This is an optimization exercise on Yosys and OpenROAD, whose aim is small area, not a production implementation.
Function was checked by simulation only, so behaviour that the tests miss may differ from the original.
Power figures rest on the tool's default switching activity, not on a simulated workload.

**flow/config.mk**
```make
export PLATFORM = sky130hd
export DESIGN_NAME = RICSV_TOP
export DESIGN_NICKNAME = RICSV_TOP
export VERILOG_FILES = /design/flow/design.v
export SDC_FILE = /design/flow/constraint.sdc
export NUM_CORES = 4
export LEC_CHECK = 0
export CAP_MARGIN = 20
export CORE_MARGIN = 2
export CORE_UTILIZATION = 45
export PLACE_DENSITY = 0.6
export SETUP_SLACK_MARGIN = 0.5
export SLEW_MARGIN = 20
```
**flow/constraint.sdc**
```tcl
create_clock -name core_clock -period 16.0 [get_ports {clk}]
set_input_delay 3.2000 -clock core_clock [delete_from_list [all_inputs] [get_ports {clk}]]
set_output_delay 3.2000 -clock core_clock [all_outputs]
set_load 0.01 [all_outputs]
```
**flow/design.v**
```verilog
module program_counter (clk, reset, pc_in, pc_out);
	input clk, reset;
	input [31:0] pc_in;
	output [31:0] pc_out;
	reg [31:0] pc_out;
	always @ (posedge clk or posedge reset)
	begin
		if(reset==1'b1)
			pc_out<=32'h00000000;
		else
			pc_out<=pc_in;
	end
endmodule
module PCplus4 (fromPC, nextToPC);
	input [31:0] fromPC;
	output [31:0] nextToPC;
	assign nextToPC = fromPC +32'h00000004;
endmodule 
module register_file (clk, reset, Rs1, Rs2, Rd, Write_data, RegWrite, Read_data1, Read_data2);
	input clk, reset, RegWrite;  
	input [4:0] Rs1, Rs2, Rd;  
	input [31:0] Write_data;  
	output [31:0] Read_data1, Read_data2;
	reg [31:0] Registers [31:1];  
	integer k;
	always @(posedge clk)
	begin
			if (reset == 1'b1)
			begin
				for (k=1; k<32; k=k+1)
				begin
					Registers[k] <= 32'h0;
				end
			end
			else if (RegWrite == 1'b1 && Rd != 5'd0)
			begin
				Registers[Rd] <= Write_data;
			end
	end
	assign Read_data1 = (Rs1 == 5'd0) ? 32'h0 : Registers[Rs1];
	assign Read_data2 = (Rs2 == 5'd0) ? 32'h0 : Registers[Rs2];
endmodule
module alu(A, B, zero, ALUControl_in, ALU_result);
	input [31:0] A,B;
	input [3:0] ALUControl_in;
	output reg [31:0] ALU_result;
	output reg zero;
	always @ (ALUControl_in or A or B)
	begin
		case (ALUControl_in)
			4'b0000: begin zero<=0; ALU_result <= A & B; end
			4'b0001: begin zero<=0; ALU_result <= A | B; end
			4'b0010: begin zero<=0; ALU_result <= A + B; end
			4'b0110: begin if (A==B) zero<= 1; else zero<=0; ALU_result <= A - B; end
			default: begin zero<=0; ALU_result <= A; end
		endcase
	end
endmodule 
module Mux1(Sel , A1, B1, Mux1_out);
	input Sel;
	input [31:0] A1, B1;
	output [31:0] Mux1_out;
	assign Mux1_out = (Sel == 1'b0) ? A1: B1;
endmodule 
module ALUControl (ALUOp_in, func7, func3, ALUControl_out);
	input [1:0] ALUOp_in;
	input [31:25] func7;
	input [14:12] func3;
	output reg [3:0] ALUControl_out;
	always @ (*) 
	begin
		casez ({ALUOp_in, func7, func3})
			12'b00_???????_??? : ALUControl_out = 4'b0010;  
			12'b01_???????_??? : ALUControl_out = 4'b0110;  
			12'b10_0000000_000 : ALUControl_out = 4'b0010; 
			12'b10_0100000_000 : ALUControl_out = 4'b0110;  
			12'b10_0000000_111 : ALUControl_out = 4'b0000;
			12'b10_0000000_110 : ALUControl_out = 4'b0001;
			12'b11_???????_000 : ALUControl_out = 4'b0010;  
			12'b11_???????_111 : ALUControl_out = 4'b0000;  
			12'b11_???????_110 : ALUControl_out = 4'b0001;  
			default 				: ALUControl_out = 4'b1111;  
		endcase
	end
endmodule 
module data_memory(clk, reset, MemWrite, MemRead, Address, write_data, Read_Data);
	input clk, reset, MemWrite, MemRead;
	input [31:0] Address, write_data;
	output [31:0] Read_Data;
	wire [31:0] Dword [63:0];
	genvar g;
	generate
		for (g=0; g<64; g=g+1)
		begin : word
			reg [31:0] Dmemory;
			always @ (posedge clk or posedge reset)
			begin
				if (reset == 1'b1) 
					Dmemory <= 32'h0;
				else if (MemWrite && Address[5:0] == g)
					Dmemory <= write_data;
			end
			assign Dword[g] = Dmemory;
		end
	endgenerate
	assign Read_Data = (MemRead) ? Dword[Address[5:0]] : 32'h0;
endmodule
module Mux2(Sel , A2, B2, Mux2_out);
	input Sel;
	input [31:0] A2, B2;
	output [31:0] Mux2_out;
	assign Mux2_out = (Sel == 1'b0) ? A2: B2;
endmodule 
module control (reset, OPcode, branch, MemRead, MemtoReg, MemWrite, ALUSrc, RegWrite, ALUOp_out);
	input reset;
	input [6:0] OPcode;
	output reg branch, MemRead, MemtoReg, MemWrite, ALUSrc, RegWrite;
	output reg [1:0] ALUOp_out;
	always @(*) 
	begin
		if (reset)
		begin
			{branch, MemRead, MemtoReg, MemWrite, ALUSrc, RegWrite, ALUOp_out} <= 7'b0000000;
		end
		else
		case (OPcode)
			7'b0110011:  
			begin
				branch <= 0;
				MemRead <=0;
				MemtoReg <=0;
				MemWrite <=0;
				ALUSrc <=0;
				RegWrite <= 1;
				ALUOp_out <= 2'b10;
			end
			7'b0000011:  
			begin
				ALUSrc <=1;
				MemtoReg <=1;     
				RegWrite <= 1;
				MemRead <=1;
				MemWrite <=0;
				branch <= 0;											
				ALUOp_out <= 2'b00;
			end
			7'b0010011:  
			begin
				ALUSrc <=1;
				MemtoReg <=0;
				RegWrite <= 1;
				MemRead <=0;
				MemWrite <=0;
				branch <= 0;											
				ALUOp_out <= 2'b11;
			end
			7'b0100011:  
			begin
				ALUSrc <=1;
				MemtoReg <=0;
				RegWrite <= 0;
				MemRead <=0;
				MemWrite <=1;
				branch <= 0;											
				ALUOp_out <= 2'b00;
			end
			7'b1100011:  
			begin
				ALUSrc <=0;
				MemtoReg <=0;
				RegWrite <= 0;
				MemRead <=0;
				MemWrite <=0;
				branch <= 1;											
				ALUOp_out <= 2'b01;
			end
			default:  
			begin
				ALUSrc <=0;
				MemtoReg <=0;
				RegWrite <= 0;
				MemRead <=0;
				MemWrite <=0;
				branch <= 0;											
				ALUOp_out <= 2'b10;
			end
		endcase
	end
endmodule  
module immediate_Generator(
  input wire reset,
  input wire [31:0] instruction,
  output reg [31:0] im_gen
);
  localparam [6:0] ITYPE = 7'd3;
  localparam [6:0] IMMTYPE = 7'd19;
  localparam [6:0] STYPE = 7'd35;
  localparam [6:0] SBTYPE = 7'd99;
  always @(*) begin
    im_gen = 32'h0;
    if (reset == 0) begin
      if (instruction[6:0] == ITYPE || instruction[6:0] == IMMTYPE) begin
        im_gen = {{20{instruction[31]}}, instruction[31:20]};
      end else if (instruction[6:0] == STYPE) begin
        im_gen = {{20{instruction[31]}}, instruction[31:25], instruction[11:7]};
      end else if (instruction[6:0] == SBTYPE) begin
        im_gen = {{20{instruction[31]}}, instruction[7], instruction[30:25], instruction[11:8], 1'b0};
      end
    end
  end
endmodule 
module jmp_adder
	(
    input reset,
    input [31:0] read_addr,
    input [31:0] im_gen,
    output reg [31:0] jmp_addr
	);
	always @(read_addr, reset, im_gen) 
	begin
		if (reset == 1) 
		begin
			jmp_addr<=0;
		end   
		else
		begin
			jmp_addr <= (read_addr + im_gen);
		end
  end
endmodule 
module Mux3(Sel , A3, B3, Mux3_out);
	input Sel;
	input [31:0] A3, B3;
	output [31:0] Mux3_out;
	assign Mux3_out = (Sel == 1'b1) ? B3: A3;
endmodule 
module AndGate(
	input zero, 
	input branch,
	output reg pc_sel);
	always @(branch, zero) 
	begin
		if (zero && branch)
        pc_sel <= 1;
		else
        pc_sel <= 0;
	end
endmodule 
module RICSV_TOP(
	input clk, rst_n,
	output [31:0] imem_addr,
	input  [31:0] imem_data,
	output wb_en,
	output [4:0] wb_rd,
	output [31:0] wb_data,
	output mem_we,
	output [5:0] mem_addr,
	output [31:0] mem_wdata
	);
	wire reset = ~rst_n;
	wire [31:0] instruction_outTop, read_data1Top, read_data2Top, ALUresultTop, toALU, Data_outTop, writeBackTop, im_genTop, jmp_addrTop;
	wire [3:0] ALUControl_outTop;
	wire RegWriteTop, MemWriteTop, MemReadTop, ALUSrcTop, MemtoRegTop, ZeroTop, AndGate_outTop, branch_outTop;
	wire [1:0] ALUOpTop;
	wire [31:0] PCtop, NextToPCtop, Mux3_outTop;
	PCplus4 PCplus4 
	(
	.fromPC(PCtop), 
	.nextToPC(NextToPCtop)
	);
	program_counter program_counter 
	(.clk(clk), 
	.reset(reset), 
	.pc_in(Mux3_outTop), 
	.pc_out(PCtop)
	);
	assign imem_addr = PCtop;
	assign instruction_outTop = imem_data;
	register_file register_file 
	(
	.clk(clk), 
	.reset(reset), 
	.Rs1(instruction_outTop[19:15]), 
	.Rs2(instruction_outTop[24:20]), 
	.Rd(instruction_outTop[11:7]), 
	.Write_data(writeBackTop),
	.RegWrite(RegWriteTop), 
	.Read_data1(read_data1Top), 
	.Read_data2(read_data2Top)
	);
	alu alu
	(
	.A(read_data1Top), 
	.B(toALU), 
	.zero(ZeroTop), 
	.ALUControl_in(ALUControl_outTop), 
	.ALU_result(ALUresultTop)
	);
	Mux1 Mux1
	(
	.Sel(ALUSrcTop) , 
	.A1(read_data2Top), 
	.B1(im_genTop), 
	.Mux1_out(toALU)
	);
	ALUControl ALUControl 
	(
	.ALUOp_in(ALUOpTop), 
	.func7(instruction_outTop[31:25]), 
	.func3(instruction_outTop[14:12]), 
	.ALUControl_out(ALUControl_outTop)
	);
	data_memory data_memory
	(
	.clk(clk), 
	.reset(reset), 
	.MemWrite(MemWriteTop), 
	.MemRead(MemReadTop), 
	.Address(ALUresultTop), 
	.write_data(read_data2Top), 
	.Read_Data(Data_outTop)
	);
	Mux2 Mux2
	(
	.Sel(MemtoRegTop), 
	.A2(ALUresultTop), 
	.B2(Data_outTop), 
	.Mux2_out(writeBackTop)
	);
	control control 
	(
	.reset(reset),
	.OPcode(instruction_outTop[6:0]), 
	.branch(branch_outTop), 
	.MemRead(MemReadTop), 
	.MemtoReg(MemtoRegTop), 
	.MemWrite(MemWriteTop), 
	.ALUSrc(ALUSrcTop), 
	.RegWrite(RegWriteTop), 
	.ALUOp_out(ALUOpTop)
	);
	immediate_Generator immediate_Generator
	(
	.reset(reset),
	.instruction(instruction_outTop),
	.im_gen(im_genTop)
	);
	jmp_adder jmp_adder
	(
    .reset(reset),
    .read_addr(PCtop),
    .im_gen(im_genTop),
    .jmp_addr(jmp_addrTop)
	);
	Mux3 Mux3
	(
	.Sel(AndGate_outTop), 
	.A3(NextToPCtop), 
	.B3(jmp_addrTop), 
	.Mux3_out(Mux3_outTop)
	);
	AndGate AndGate
	(
	.zero(ZeroTop), 
	.branch(branch_outTop),
	.pc_sel(AndGate_outTop)
	);	
	assign wb_en     = RegWriteTop & (instruction_outTop[11:7] != 5'd0);
	assign wb_rd     = instruction_outTop[11:7];
	assign wb_data   = writeBackTop;
	assign mem_we    = MemWriteTop;
	assign mem_addr  = ALUresultTop[5:0];
	assign mem_wdata = read_data2Top;
endmodule 
```
**flow/run.sh**
```bash
#!/bin/bash
# synth_recipe.tcl (not shown) runs the flow's synth.tcl, then flattens the netlist and writes it again
# the make line also repeats each setting of config.mk as NAME=value (left out here)
make -C /OpenROAD-flow-scripts/flow DESIGN_CONFIG=/design/flow/config.mk WORK_HOME=/design/flow/orfs CLKGATE_MAP_FILE= SYNTH_SCRIPT=/design/flow/synth_recipe.tcl finish
```
==> impl_metrics.ini, run 1 <==
[run_status]
status = no timing/DRC/antenna violations

[floorplan]
die_x_um = 572
num_rows = 208
die_h_um = 572
start_util_pct = 45.2
design.core.area_mm2 = 0.321
fp.dieArea_mm2 = 0.327
io_pins = 143

[worst_setup_path]
cp-end-kind = primary output
startpoint_type = input pin
critical-path-top-delay-family = simple AND/OR/NAND/NOR gates
worstSetupPathType = input pin to primary output
timing.critical_path.mode_cell = buf_4
worstPathArrival_ps = 12480
crit_buf_inv = 8
critical_path.max_fanout = 28
slowest_stage = a311oi_1
required_ps = 12800
cpPeakStageDelay_ps = 910

[synthesis]
synth_area_mm2 = 0.145
synth-seq-cells = 3104
yosys-top-cells-area = dfrtp_1, edfxtp_1, mux4_2, o21ai_0, nand2_1
synth_top_area_share_pct = 35.8
synth_cell_type_count = 95
synth_edf_count = 1024
ys_seq_area_share_pct = 57.0
syn_area_per_cell_um2 = 10.9
synth_ff_type = dfrtp_1
yosysMostFrequentCell = nand2_1
synth_common_cells = nand2_1, o21ai_0, dfrtp_1
synthCells = 13400
yosysTopAreaCell = dfrtp_1
async_flop_share_pct = 67.0
synth_warnings = 9

[detailed_routing]
met3_length_um = 82900
drc = 0
wl_per_cell_um = 36.4
drtAntennaViolNets = 0
met1_length_um = 230000
dr_wl_met2_um = 275000
dr.pass1.iters = 10
routed_wirelength_um = 646000
vias_per_cell = 6.68
drt_iter0_drc = 18900
top_layer_used = met5
vias = 119000

[grt]
track_usage_pct = 39.2
grt_antenna_before_repair = 46
grt_pass1_wl_um = 898000
grt_max_degree = 172
grt_pass1_vias = 114000
overflow = 0

[timing]
hold_violations = 0
worst_slew_pin_slew_ps = 1260
relSlewSlack_pct = 15.9
final-setup-viol-count = 0
finalMaxSlewViolations = 0
fmax_mhz = 63.8
holdWs_ps = 473
grt_setup_unrepaired = no
tns_ps = 0
fin_crit_sh_pct = 98.0
fin_worst_skew_ps = 99.9
fin_crit_ps = 15680

[clock_tree]
cts_buffers = 340
cts_tree = done
cts.path.max_buffers = 4
cts-hold-fix-buffers = 0
clock_latency_ps = 1000
clkTransAtPathRegs_ps = 70
cts.sink_count = 3104
cts_htree_levels = 5
clock-root-buffer = clkbuf_16

[placement]
dpl_cell_area_mm2 = 0.153
placed_cells = 17100
port_buffers = 142
hpwl_um = 404000
place_congestion = 0.977

[power]
total_power_mw = 19.4
clkPwrFrac_pct = 41.7
intPower_mw = 13.7
ir_drop_mv = 0.124
pwr-share-seq_pct = 43.5
p_leak_nw = 67.2
power_density_mw_per_mm2 = 118
sw_frac_of_total_pct = 29.3
pwr-share-comb_pct = 14.8
p_switching_mw = 5.68

[final_layout]
fin_nets = 13300
area_growth_pct = 13.0
postLayoutCellArea_mm2 = 0.164
final_cells = 17700
drive_above_1_share_pct = 15.3

[min_path]
hp-class = flop to flop

[run]
maxCapViolations = 0
==> state kept, by name, summed over array words and instances (netlist names) <==
register and count:
program_counter.pc_out 32, data_memory.word.Dmemory 2048, register_file.Registers 1024
==> layer usage <==
| layer | vias up | GRT usage, % |
|---|---|---|
| li1 | 47800 | - |
| met1 | 59700 | 49.4 |
| met2 | 8776 | 57.0 |
| met3 | 2218 | 12.0 |
| met4 | 36 | 28.8 |
| met5 | - | 0 |
==> worst min-delay path: stages (launching register included) <==
cell,delay [ps]
dfrtp_1,340
nand2_1,40
o21ai_0,60
==> cell families (layout without fill, tap and decap cells) <==
group,after synthesis,in the layout,share of synthesized area [%]
xor+xnor,59,59,0.356
compound gates,3486,3486,14.6
mux,667,667,10.0
other cells,1,63,0.00258
fa+ha+maj,130,130,1.14
simple gates,4431,4431,12.9
buf+inv,1507,1495,4.05
flops,3104,3104,57.0
==> final timing paths <==
check,startpoint,endpoint,slack [ps],cells after the start
max,imem_data[19],wb_data[13],320,25
min,data_memory.word[63].Dmemory[24]$_DFFE_PN0P_,data_memory.word[63].Dmemory[24]$_DFFE_PN0P_,470,2
max reg2reg,register_file.Registers[31][0]$_SDFFCE_PN0P_,register_file.Registers[18][13]$_SDFFCE_PN0P_,6790,25
min reg2reg,data_memory.word[63].Dmemory[24]$_DFFE_PN0P_,data_memory.word[63].Dmemory[24]$_DFFE_PN0P_,470,2
max in group asynchronous,rst_n,data_memory.word[49].Dmemory[2]$_DFFE_PN0P_,9540,6
min in group asynchronous,rst_n,data_memory.word[3].Dmemory[24]$_DFFE_PN0P_,2140,1
==> through the flow <==
step | utilization, % | worst slack (ps)
after global placement | 47.5 | -614
after CTS | 51.0 | 506
final | 51.1 | 320
after floorplan | - | 2120
after global routing | 51.1 | 505
after detailed placement | 47.5 | -207
==> layout make-up <==
type | count | area [um^2]
timing repair buffer | 691 | 6040
inverter | 185 | 694
antenna | 31 | 77.6
clock inverter | 141 | 1520
fill | 28200 | 157000
multi-input combinational | 8805 | 57800
sequential | 3104 | 82800
clock buffer | 478 | 9770
tap | 4305 | 5390
==> placed cells by master (no fill, tap or decap), types with 28 or more instances in the layout <==
cell	count
nand3_1	119
a21o_2	31
a22o_1	132
nor2_1	1169
buf_12	32
nor3_1	60
clkinv_2	62
a222oi_1	104
a22oi_1	477
a221oi_1	127
dfrtp_1	2080
xnor2_1	31
clkbuf_1	72
clkbuf_16	347
nand2b_1	52
clkdlybuf4s50_1	130
mux2i_1	33
edfxtp_1	1024
and4_1	41
a21oi_1	149
nand4_1	253
ha_1	127
mux4_2	628
o21ai_0	2139
clkbuf_8	59
xor2_1	28
nand2_1	2335
and3_1	35
nand2_2	98
conb_1	32
buf_4	504
and3_2	45
inv_1	181
nor4_1	30
diode_2	31
or4_1	33
==> power groups by stage <==
stage | Sequential (mW) | Combinational [mW] | Clock (mW)
floorplan | 8.55 | 1.33 | 0
global placement | 8.56 | 2.72 | 0
detailed placement | 8.57 | 2.74 | 0
CTS | 8.42 | 2.75 | 8.07
global route | 8.44 | 2.90 | 8.39
finish | 8.43 | 2.86 | 8.07
==> timing repair <==
action / 4_1_cts / 5_1_grt
setup endpoints to repair: 21 / 22
hold endpoints to repair: 0 / 0
gates resized for setup: 5 / 21
pin swaps: 1 / 1
buffers inserted: 0 / 0
==> inputs of run 2 (changes only) <==
==> flow/design.v (replaced) <==
module RICSV_TOP(
	input clk, rst_n,
	output [31:0] imem_addr,
	input  [31:0] imem_data,
	output wb_en,
	output [4:0] wb_rd,
	output [31:0] wb_data,
	output mem_we,
	output [5:0] mem_addr,
	output [31:0] mem_wdata
	);
	wire [31:0] I   = imem_data;
	wire [6:0]  op  = I[6:0];
	wire [4:0]  rs1 = I[19:15];
	wire [4:0]  rs2 = I[24:20];
	wire [4:0]  rd  = I[11:7];
	wire [2:0]  f3  = I[14:12];
	wire [6:0]  f7  = I[31:25];
	wire base   = (op[3:0] == 4'b0011);
	wire is_op  = base & (op[6:4] == 3'b011);
	wire is_opi = base & (op[6:4] == 3'b001);
	wire is_ld  = base & (op[6:4] == 3'b000);
	wire is_st  = base & (op[6:4] == 3'b010);
	wire is_br  = base & (op[6:4] == 3'b110);
	wire rf_we  = (is_op | is_opi | is_ld) & (rd != 5'd0);
	reg ph;
	always @(posedge clk)
		ph <= rst_n & ~ph;
	wire [31:0] rq [1:31];
	wire [31:0] wdata;             
	wire [31:0] rwx = {32{~rst_n}} | (wdata ^ {32{ph}});
	genvar k;
	generate
		for (k = 1; k < 32; k = k + 1) begin : xr
			reg [31:0] q;
			wire we = rf_we & (rd == k);
			wire wr = ~rst_n | we;      
			wire hd = ~we;              
			always @(posedge clk)
				q <= ~((q & {32{hd}}) | (rwx & {32{wr}}));
			assign rq[k] = q;
		end
	endgenerate
	reg [31:0] r1, r2;
	integer i;
	always @(*) begin
		r1 = 32'h0;
		r2 = 32'h0;
		for (i = 1; i < 32; i = i + 1) begin
			r1 = r1 | (rq[i] & {32{rs1 == i}});
			r2 = r2 | (rq[i] & {32{rs2 == i}});
		end
	end
	wire [31:0] rs1v = r1 ^ {32{ph & (rs1 != 5'd0)}};
	wire [31:0] rs2v = r2 ^ {32{ph & (rs2 != 5'd0)}};
	wire        use_imm = ~op[6] & ~(op[5] & op[4]);
	wire [31:0] imm     = {{20{I[31]}}, I[31:25], op[5] ? I[11:7] : I[24:20]};
	wire [31:0] B       = use_imm ? imm : rs2v;
	wire        sub     = op[5] & op[4] & I[30];
	wire [31:0] sum     = rs1v + (B ^ {32{sub}}) + {31'h0, sub};
	wire f7_ok  = ~op[5] | (f7 == 7'b0000000);    
	wire f7_sub = (f7 == 7'b0100000);
	wire do_add = (f3 == 3'b000) & (f7_ok | f7_sub);
	wire do_and = (f3 == 3'b111) & f7_ok;
	wire do_or  = (f3 == 3'b110) & f7_ok;
	wire [31:0] res = do_add ? sum :
	                  do_and ? (rs1v & B) :
	                  do_or  ? (rs1v | B) : rs1v;
	wire [5:0] maddr = sum[5:0];
	wire [31:0] mq [0:63];
	wire [31:0] mwx = {32{~rst_n}} | (rs2v ^ {32{ph}});
	generate
		for (k = 0; k < 64; k = k + 1) begin : dm
			reg [31:0] q;
			wire we = is_st & (maddr == k);
			wire wr = ~rst_n | we;
			wire hd = ~we;
			always @(posedge clk)
				q <= ~((q & {32{hd}}) | (mwx & {32{wr}}));
			assign mq[k] = q;
		end
	endgenerate
	reg [31:0] m0;
	always @(*) begin
		m0 = 32'h0;
		for (i = 0; i < 64; i = i + 1)
			m0 = m0 | (mq[i] & {32{maddr == i}});
	end
	wire [31:0] mrd = m0 ^ {32{ph}};
	assign wdata = op[4] ? res : mrd;
	wire        taken = is_br & (rs1v == rs2v);
	wire [12:1] immB  = {I[31], I[7], I[30:25], I[11:8]};
	reg  [31:1] pc;
	wire [31:1] pc_inc = taken ? {{19{I[31]}}, immB} : 31'd2;
	always @(posedge clk or negedge rst_n)
		if (!rst_n) pc <= 31'h0;
		else        pc <= pc + pc_inc;
	assign imem_addr = {pc, 1'b0};
	assign wb_en     = rf_we;
	assign wb_rd     = rd;
	assign wb_data   = wdata;
	assign mem_we    = is_st;
	assign mem_addr  = maddr;
	assign mem_wdata = rs2v;
endmodule
==> impl_metrics.ini, run 2 <==
[detailed_routing]
top_layer_used = met5
vias = 128000
drtAntennaViolNets = 0
vias_per_cell = 7.43
drt_iter0_drc = 23700
dr.pass1.iters = 15
wl_per_cell_um = 40.2
routed_wirelength_um = 690000
met3_length_um = 100000
drc = 0
met1_length_um = 242000
dr_wl_met2_um = 277000

[worst_setup_path]
startpoint_type = input pin
cp-end-kind = primary output
worstSetupPathType = input pin to primary output
reg2reg_to = pc[31]$_DFF_PN0_
rr_startpoint = xr[19].q[26]$_DFF_P_
critical_path.max_fanout = 18
cpPeakStageDelay_ps = 910
slowest_stage = clkdlybuf4s50_1
r2r_slack_ps = 7490
required_ps = 12800
timing.critical_path.mode_cell = buf_4
crit_buf_inv = 6
critical-path-top-delay-family = simple AND/OR/NAND/NOR gates
worstPathArrival_ps = 12460
rr_worst_depth = 29

[timing]
finalMaxSlewViolations = 0
fin_crit_ps = 15660
layout_setup_ws_ps = 337
tns_ps = 0
fin_worst_skew_ps = 73.4
grt_setup_unrepaired = yes
fmax_mhz = 63.8
holdWs_ps = 452
fin_crit_sh_pct = 97.9
final-setup-viol-count = 0
relSlewSlack_pct = 7.52
hold_violations = 0
worst_slew_pin_slew_ps = 1390

[synthesis]
yosys-top-cells-area = dfxtp_1, a22oi_1, a21oi_1, nand2_1, clkbuf_1
synth-seq-cells = 3072
ys_seq_area_share_pct = 49.0
synth_common_cells = a22oi_1, dfxtp_1, nand2_1
synth_area_mm2 = 0.126
synth_ff_type = dfxtp_1
synth_top_area_share_pct = 48.4
synth_warnings = 1
synth_cell_type_count = 99
syn_area_per_cell_um2 = 9.31
async_flop_share_pct = 1.01
synth_edf_count = 0
synthCells = 13500
yosysTopAreaCell = dfxtp_1
yosysMostFrequentCell = a22oi_1

[min_path]
hold_depth = 1
holdPathEnd = dm[3].q[12]$_DFF_P_
hp-class = flop to flop
holdCritStartpoint = dm[3].q[12]$_DFF_P_

[final_layout]
final_cell_mix = a22oi_1, dfxtp_1, nand2_1
final_util_pct = 52.0
area_growth_pct = 15.2
top_regs = dm.q (2048), xr.q (992), pc (31)
fin_nets = 13200
final_common_cell = a22oi_1
final_cells = 17200
drive_above_1_share_pct = 12.1
fillers = 25200
top_register = dm.q
largest_reg_flops = 2048

[floorplan]
num_rows = 194
die_h_um = 533
fp.dieArea_mm2 = 0.284
design.core.area_mm2 = 0.279
start_util_pct = 45.1
io_pins = 143
die_x_um = 533

[grt]
grt_pass1_vias = 117000
overflow = 0
track_usage_pct = 46.2
grt_pass1_wl_um = 941000
grt_antenna_before_repair = 49
grt_max_degree = 239

[placement]
port_buffers = 141
place_congestion = 1.06
place_ws_ps = -356
hpwl_um = 430000
placed_cells = 16500

[power]
p_leak_nw = 58.3
ir_drop_mv = 0.232
power_density_mw_per_mm2 = 185

[run]
maxCapViolations = 0

[clock_tree]
clock_latency_ps = 1010
cts_tree = done
clkTransAtPathRegs_ps = 60
cts_buffers = 329
cts.path.max_buffers = 4
cts.sink_count = 3072
clock-root-buffer = clkbuf_16
cts-hold-fix-buffers = 0
cts_htree_levels = 5

[run_status]
status = no timing/DRC/antenna violations
==> run 2: metal layers <==
| metal | vias up | track usage (%) |
|---|---|---|
| li1 | 50800 | - |
| met1 | 62400 | 54.9 |
| met2 | 11100 | 65.3 |
| met3 | 3359 | 18.8 |
| met4 | 38 | 37.3 |
| met5 | - | 1.60 |
==> run 2: per-stage QoR <==
stage                     power [mW]  area, um^2
final                           26.8      145000
after global routing            27.3      145000
after CTS                       26.2      144000
after detailed placement        18.2      133000
after global placement          18.1      133000
after floorplan                 13.5      126000
==> run 2: cell type report <==
| type | count | area [um^2] | area share (%) |
|---|---|---|---|
| flip-flops and latches | 3072 | 61700 | 42.5 |
| multi-input cells | 8815 | 59900 | 41.3 |
| clock buffers | 484 | 9690 | 6.69 |
| repair buffers | 836 | 7060 | 4.87 |
| well taps | 3724 | 4660 | 3.21 |
| clock inverters | 121 | 1600 | 1.10 |
| inverters | 78 | 300 | 0.207 |
| diodes | 47 | 118 | 0.0811 |
==> run 2: power by group <==
part / switching (mW) / internal [mW]
combinational: 6.65 / 2.64
sequential: 0.731 / 8.74
clock: 3.39 / 4.69
total: 10.8 / 16.1
==> run 2: worst reg2reg max path, delay by kind of cell, from the launching register on <==
| kind | cells | cell delay, ps |
|---|---|---|
| XOR/XNOR | 3 | 570 |
| buffers and inverters | 2 | 820 |
| AO/OA/AOI/OAI | 15 | 3820 |
| AND/OR/NAND/NOR | 8 | 2420 |
| flip-flops | 1 | 410 |
| adder cells (fa/ha/maj) | 1 | 440 |
==> run 2: timing repair <==
item                                   CTS  global route
setup endpoints to repair               26            32
endpoints found under the hold margin    0             0
pin swaps                                4             8
gates resized for setup                 23            28
setup buffers                            9            14
==> run 2: kinds of logic (layout without fill, tap and decap cells) <==
group	after synthesis	after routing	synth area share (%)
compound gates	5827	5827	33.5
xor+xnor	235	235	1.65
fa+ha+maj	62	62	0.628
buf+inv	1631	1519	5.00
flops	3072	3072	49.0
mux	94	94	0.886
other cells	1	48	0.00298
simple gates	2596	2596	9.40
==> run 2: worst max-delay path by stage <==
stage,start,end,slack [ps],depth (start not counted)
final,imem_data[17],wb_data[20],340,28
after global routing,imem_data[17],wb_data[20],420,28
after CTS,imem_data[22],wb_data[3],460,30
after detailed placement,imem_data[21],wb_data[3],-360,30
after global placement,imem_data[21],wb_data[20],-1650,33
after floorplan,imem_data[20],wb_data[26],3350,29

## re-timing with driven ports
Ports are ideal in the flow. The routed layouts listed here were re-timed in OpenROAD.
Step 1 (the two cells are an assumption about what drives the block):
set clk [get_ports {clk}]
set_driving_cell -lib_cell sky130_fd_sc_hd__clkbuf_16 $clk
set_driving_cell -lib_cell sky130_fd_sc_hd__buf_2 [delete_from_list [all_inputs] $clk]
Step 2, shift: input delay + t, output delay - t, t = (earliest + latest rising clock arrival at the registers) / 2. This alone moves slack from input paths to output paths.
a / b / c = ideal / step 1 / step 2; a / b = the first two.
run | t (ns) | slack for setup (ns) | worst register clock-pin slew, ns
run 1 | 1.054 | 0.320 / 0.221 / 0.221 | 0.08 / 0.08
run 2 | 1.059 | 0.337 / 0.314 / 0.314 | 0.07 / 0.07
After both steps setup and hold are still met in every run listed. For run 1, which loses most, drivers alone change the setup slack by -0.099 ns; drivers and shift together by -0.099 ns.
